Context: an optimization exercise on an open-source flow, tuned for small area, a short achievable clock period and few clock cycles per item. The choices shown serve that exercise and are no tape-out recipe.
At most, simulation tests tie the RTL to the original design; equivalence was not proved.
Power is estimated from default activity; no workload was simulated.

## run 1
## COMP_Control
module COMP_Control(
    input clock,
    input rst,
    input start_trigger,
    input reset_act,
    input reset_data,
    input signed [15:0] K0,
    input signed [15:0] K1,
    input signed [15:0] K2,
    input signed [17:0] setPoint,
    input signed [17:0] data,
    output reg busy,
    output wire signed [15:0] COMP_output
    );
    reg [18:0] e0, e1;
    reg [47:0] S, C;
    reg [15:0] Kr;
    reg sB, sC;    
    wire load = start_trigger & ~busy & ~reset_act & ~rst;
    wire clr_all = rst | (reset_act & reset_data);
    wire [18:0] diff = {setPoint[17], setPoint} - {data[17], data};
    wire [15:0] Km;
    KMUX umA (.busy(busy), .kr(Kr), .k2(K2), .y(Km));
    wire acc_en = load | busy;
    wire [15:0] KmB;    
    KMUX umB (.busy(busy), .kr(Kr), .k2(K2), .y(KmB));
    wire d0_one = e1[0] ^ 1'b0;
    wire d0_two = (e1[1] & ~e1[0] & ~1'b0) | (~e1[1] & e1[0] & 1'b0);
    wire d0_neg = (e1[1] & ~(e1[0] & 1'b0)) ^ sB;
    wire d0_pp0 = ((d0_one & Km[0])) ^ d0_neg;
    wire d0_pp1 = ((d0_one & Km[1]) | (d0_two & Km[0])) ^ d0_neg;
    wire d0_pp2 = ((d0_one & Km[2]) | (d0_two & Km[1])) ^ d0_neg;
    wire d0_pp3 = ((d0_one & Km[3]) | (d0_two & Km[2])) ^ d0_neg;
    wire d0_pp4 = ((d0_one & Km[4]) | (d0_two & Km[3])) ^ d0_neg;
    wire d0_pp5 = ((d0_one & Km[5]) | (d0_two & Km[4])) ^ d0_neg;
    wire d0_pp6 = ((d0_one & Km[6]) | (d0_two & Km[5])) ^ d0_neg;
    wire d0_pp7 = ((d0_one & Km[7]) | (d0_two & Km[6])) ^ d0_neg;
    wire d0_pp8 = ((d0_one & Km[8]) | (d0_two & Km[7])) ^ d0_neg;
    wire d0_pp9 = ((d0_one & Km[9]) | (d0_two & Km[8])) ^ d0_neg;
    wire d0_pp10 = ((d0_one & Km[10]) | (d0_two & Km[9])) ^ d0_neg;
    wire d0_pp11 = ((d0_one & Km[11]) | (d0_two & Km[10])) ^ d0_neg;
  ...
clock: 12.0 ns
lec_check: 0
cap_margin: 20
core_margin: 2
core_utilization: 40
cts_buf_list: sky130_fd_sc_hd__clkbuf_8
slew_margin: 20
synth_hierarchical: 1
synth_minimum_keep_size: 0
standard.sh (not shown) runs the stock make flow with config.mk's settings and CLKGATE_MAP_FILE= SYNTH_SCRIPT=/design/flow/synth_recipe.tcl, a recipe that flattens the netlist after the stock synthesis.
==> flow/flow/run.sh <==
#!/bin/bash
# The standard layout (standard.sh: the standard flow's synthesis, floorplan, placement,
# CTS, routing) at the design's clock period and constraints, with two
# changes to how hard the resizer works:
#  - repair_timing aims for a setup slack of SETUP_MARGIN ns instead of 0,
#    so the critical paths get sized and buffered although the 12 ns clock
#    would already be met;
#  - the port buffers are buf_2 cells rather than the resizer's pick.
set -euo pipefail
cd "$(dirname "$0")/.."
SETUP_MARGIN=$(cat flow/setup_margin.txt)
bash standard.sh "SETUP_SLACK_MARGIN=$SETUP_MARGIN" \
  "BUFFER_PORTS_ARGS=-buffer_cell sky130_fd_sc_hd__buf_2" finish > standard_make.log 2>&1
==> flow/flow/setup_margin.txt <==
6.4
Testbench counts of run 1, summed over its fixed seeds: cycles 72,000, items 24,000.
For run 2, these inputs were changed with respect to run 1:
==> flow/flow/setup_margin.txt <==
6.8
==> comparison <==
- No stage failed in run 2, and the final checks on the layout all came back clean.
- Run 2 vs. run 1: post-detailed-routing wire length went up by about 4%.
- The final reports for run 2 and run 1 show tightest hold margin lower in the former.
- Per the comparison of run 2 with run 1, post-layout minimum cycle time went down, sequential share of layout area went down, initial standard-cell utilization of the core did not really move, area after synthesis did not really move, power drawn by the clock network went down.
- Total power per unit cell area: run 1 vs run 2 — no meaningful difference
- Looking at share of total power in the clock network, run 2 sits 1.1 points lower than run 1 does.
- In the reports for run 1 and run 2, the smaller share of final-layout standard cells stronger than drive strength 1 belongs to run 1.
Input changes introduced in run 3 (baseline for comparison: run 2):
==> flow/flow/setup_margin.txt <==
6.6
[summary]
- There was hardly any difference in clock transition at the registers of the reported paths between run 2 and run 3.
- Diff run 2 -> run 3: delay contributed by the slowest stage of the critical path shrank by 0.08 ns, fraction of synthesized cell area in xor and xnor cells neither gained nor lost much, setup slack went up 0.020 ns.
- Compared with run 2, in run 3 storage element area shrank by 0.93%; global routing met3 resource utilization lost 0.55 points.
## Diff of input files: run 4 against run 3
==> flow/flow/setup_margin.txt <==
6.0
Between run 4 and run 3, global-route usage is higher for run 3, run 4 comes in under that.
Diff run 3 -> run 4: non-clock inverter count in the final layout essentially unchanged, utilization decreased by 0.67 points relative to the old numbers.


## job 102
COMP_Control, a different RTL version from the one above (not shown whole).
For scale: about 150 flip-flops, about 110 I/O pins.
==> flow/design.v (excerpt) <==
module COMP_Control(
    input clock,
    input rst,
    input start_trigger,
    input reset_act,
    input reset_data,
    input signed [15:0] K0,
    input signed [15:0] K1,
    input signed [15:0] K2,
    input signed [17:0] setPoint,
    input signed [17:0] data,
    output reg busy,
    output wire signed [15:0] COMP_output
    );
    reg [18:0] e0, e1, e2;
    reg [47:0] S, C;
    reg [15:0] Kr;
    reg sB, sC;    
    wire load = start_trigger & ~busy & ~reset_act & ~rst;
    wire clr_all = rst | (reset_act & reset_data);
    wire [18:0] diff = {setPoint[17], setPoint} - {data[17], data};
    wire [15:0] Km = busy ? Kr : K2;
    wire acc_en = load | busy;
    wire d0_one = e1[0] ^ 1'b0;
    wire d0_two = (e1[1] & ~e1[0] & ~1'b0) | (~e1[1] & e1[0] & 1'b0);
    wire d0_neg = (e1[1] & ~(e1[0] & 1'b0)) ^ sB;
    wire d0_pp0 = ((d0_one & Km[0])) ^ d0_neg;
    wire d0_pp1 = ((d0_one & Km[1]) | (d0_two & Km[0])) ^ d0_neg;
    wire d0_pp2 = ((d0_one & Km[2]) | (d0_two & Km[1])) ^ d0_neg;
    wire d0_pp3 = ((d0_one & Km[3]) | (d0_two & Km[2])) ^ d0_neg;
    wire d0_pp4 = ((d0_one & Km[4]) | (d0_two & Km[3])) ^ d0_neg;
    wire d0_pp5 = ((d0_one & Km[5]) | (d0_two & Km[4])) ^ d0_neg;
    wire d0_pp6 = ((d0_one & Km[6]) | (d0_two & Km[5])) ^ d0_neg;
  ...
==> flow/config.mk <==
export PLATFORM = sky130hd
export DESIGN_NAME = COMP_Control
export DESIGN_NICKNAME = COMP_Control
export VERILOG_FILES = /design/flow/design.v
export SDC_FILE = /design/flow/constraint.sdc
export NUM_CORES = 4
export LEC_CHECK = 0
export CAP_MARGIN = 20
export CORE_MARGIN = 2
export CORE_UTILIZATION = 40
export SLEW_MARGIN = 20
export SYNTH_HIERARCHICAL = 1
export SYNTH_MINIMUM_KEEP_SIZE = 0
==> flow/constraint.sdc <==
create_clock -name core_clock -period 12.0 [get_ports {clock}]
set_input_delay 2.4000 -clock core_clock [delete_from_list [all_inputs] [get_ports {clock}]]
set_output_delay 2.4000 -clock core_clock [all_outputs]
set_load 0.01 [all_outputs]
==> flow/flow/setup_margin.txt <==
6.2
Scripts as last shown in full above: flow/flow/run.sh
Every stage of the flow completed for job 102, and the final layout passed the timing, design-rule and antenna checks.
The following lists how job 101 was set up differently from job 102:
==> flow/flow/setup_margin.txt <==
5.8
### Flow results
- Job 101 -> job 102: wire length delta 0, exact match
- The utilization after layout of job 102 and that of job 101 are within noise of each other.
- Re routability congestion estimate: no difference whatsoever between job 102 and job 101.
No functional check of the RTL was part of any run of this note.


Setup of run a:
RTL: one of the versions met above, not the one the previous note started from.
Size in the first run: roughly 150 flip-flops, ~110 I/O pins, about 16000 um^2 of cells after synthesis.
## COMP_Control
module COMP_Control(
    input clock,
    input rst,
    input start_trigger,
    input reset_act,
    input reset_data,
    input signed [15:0] K0,
    input signed [15:0] K1,
    input signed [15:0] K2,
    input signed [17:0] setPoint,
    input signed [17:0] data,
    output reg busy,
    output wire signed [15:0] COMP_output
    );
==> flow/config.mk <==
export PLATFORM = sky130hd
export DESIGN_NAME = COMP_Control
export DESIGN_NICKNAME = COMP_Control
export VERILOG_FILES = /design/flow/design.v
export SDC_FILE = /design/flow/constraint.sdc
export NUM_CORES = 4
export LEC_CHECK = 0
export CAP_MARGIN = 20
export CORE_MARGIN = 2
export CORE_UTILIZATION = 40
export CTS_BUF_LIST = sky130_fd_sc_hd__clkbuf_8
export CTS_CLUSTER_DIAMETER = 80
export CTS_CLUSTER_SIZE = 40
export SLEW_MARGIN = 20
export SYNTH_HIERARCHICAL = 1
export SYNTH_MINIMUM_KEEP_SIZE = 0
==> flow/constraint.sdc <==
create_clock -name core_clock -period 12.0 [get_ports {clock}]
set_input_delay 2.4000 -clock core_clock [delete_from_list [all_inputs] [get_ports {clock}]]
set_output_delay 2.4000 -clock core_clock [all_outputs]
set_load 0.01 [all_outputs]
==> flow/flow/setup_margin.txt <==
6.0
Scripts as last shown in full above: flow/flow/run.sh
Run a completed every stage of the flow, and the final layout passed the timing, design-rule and antenna checks.
Testbench counts of run a, summed over its fixed seeds: cycles 72,000, items 24,000.
The inputs of run b differ from those of run a as listed below.
# run a
export LEC_CHECK = 0
export CAP_MARGIN = 20
export CORE_MARGIN = 2
export CORE_UTILIZATION = 40
export CTS_BUF_LIST = sky130_fd_sc_hd__clkbuf_8
export CTS_CLUSTER_DIAMETER = 80
export CTS_CLUSTER_SIZE = 40
export SLEW_MARGIN = 20
export SYNTH_HIERARCHICAL = 1
export SYNTH_MINIMUM_KEEP_SIZE = 0
create_clock -name core_clock -period 12.0 [get_ports {clock}]
# run b
export LEC_CHECK = 0
export ABC_AREA = 1
export CAP_MARGIN = 20
export CORE_MARGIN = 2
export CORE_UTILIZATION = 40
export CTS_BUF_LIST = sky130_fd_sc_hd__clkbuf_8
export SLEW_MARGIN = 20
export SYNTH_HIERARCHICAL = 1
export SYNTH_MINIMUM_KEEP_SIZE = 0
create_clock -name core_clock -period 12.0 [get_ports {clock}]
==> comparison <==
Run a has a higher final core area utilization than run b.
In run b, proportion of cell area spent on the clock network is lower than in run a.
Run b finished all stages; the layout is clean.
Run b ends up with lower area used by multi-input combinational logic than run a does.
Area of the die: run b vs run a down 180 um^2
Going from run a to run b, total net switching power went up; total wire length after detailed routing saw an increase; total non-filler cell area in the finished layout decreased about 0.47%.

what the ideal ports hide:
Ports are ideal in the flow. The routed layouts listed here were re-timed in OpenROAD. Step 1, drivers: a clkbuf_16 drives clock and a buf_2 each remaining input, both assumed. Step 2 times the ports against the registers' clock, not the clock port: input delays grow and output delays shrink by t, the midpoint of the rising clock arrivals with the driver on. a / b / c = no drivers / after step 1 / after step 2; a / b = the first two.
run | t, ns | setup slack, ns | worst setup path after step 2 | worst register clock-pin slew, ns | pins driven straight from the clock port
run 1 | 0.558 | 6.540 / 6.566 / 6.007 | input to register | 0.11 / 0.11 | 1
run 2 | 0.542 | 6.584 / 6.599 / 6.057 | input to register | 0.10 / 0.10 | 1
run 3 | 0.540 | 6.604 / 6.631 / 6.091 | input to register | 0.10 / 0.10 | 1
run 4 | 0.546 | 6.497 / 6.452 / 5.999 | input to register | 0.11 / 0.11 | 1
job 102 | 0.503 | 6.364 / 6.384 / 5.881 | input to register | 0.07 / 0.07 | 1
job 101 | 0.503 | 6.364 / 6.384 / 5.881 | input to register | 0.07 / 0.07 | 1
run a | 0.546 | 6.497 / 6.452 / 5.999 | input to register | 0.11 / 0.11 | 1
run b | 0.550 | 6.400 / 6.400 / 5.904 | input to register | 0.10 / 0.10 | 1
After both steps setup and hold are still met in every run listed. The setup slack of run 1, which loses most, moves by +0.026 ns with the drivers and by -0.533 ns with both steps.
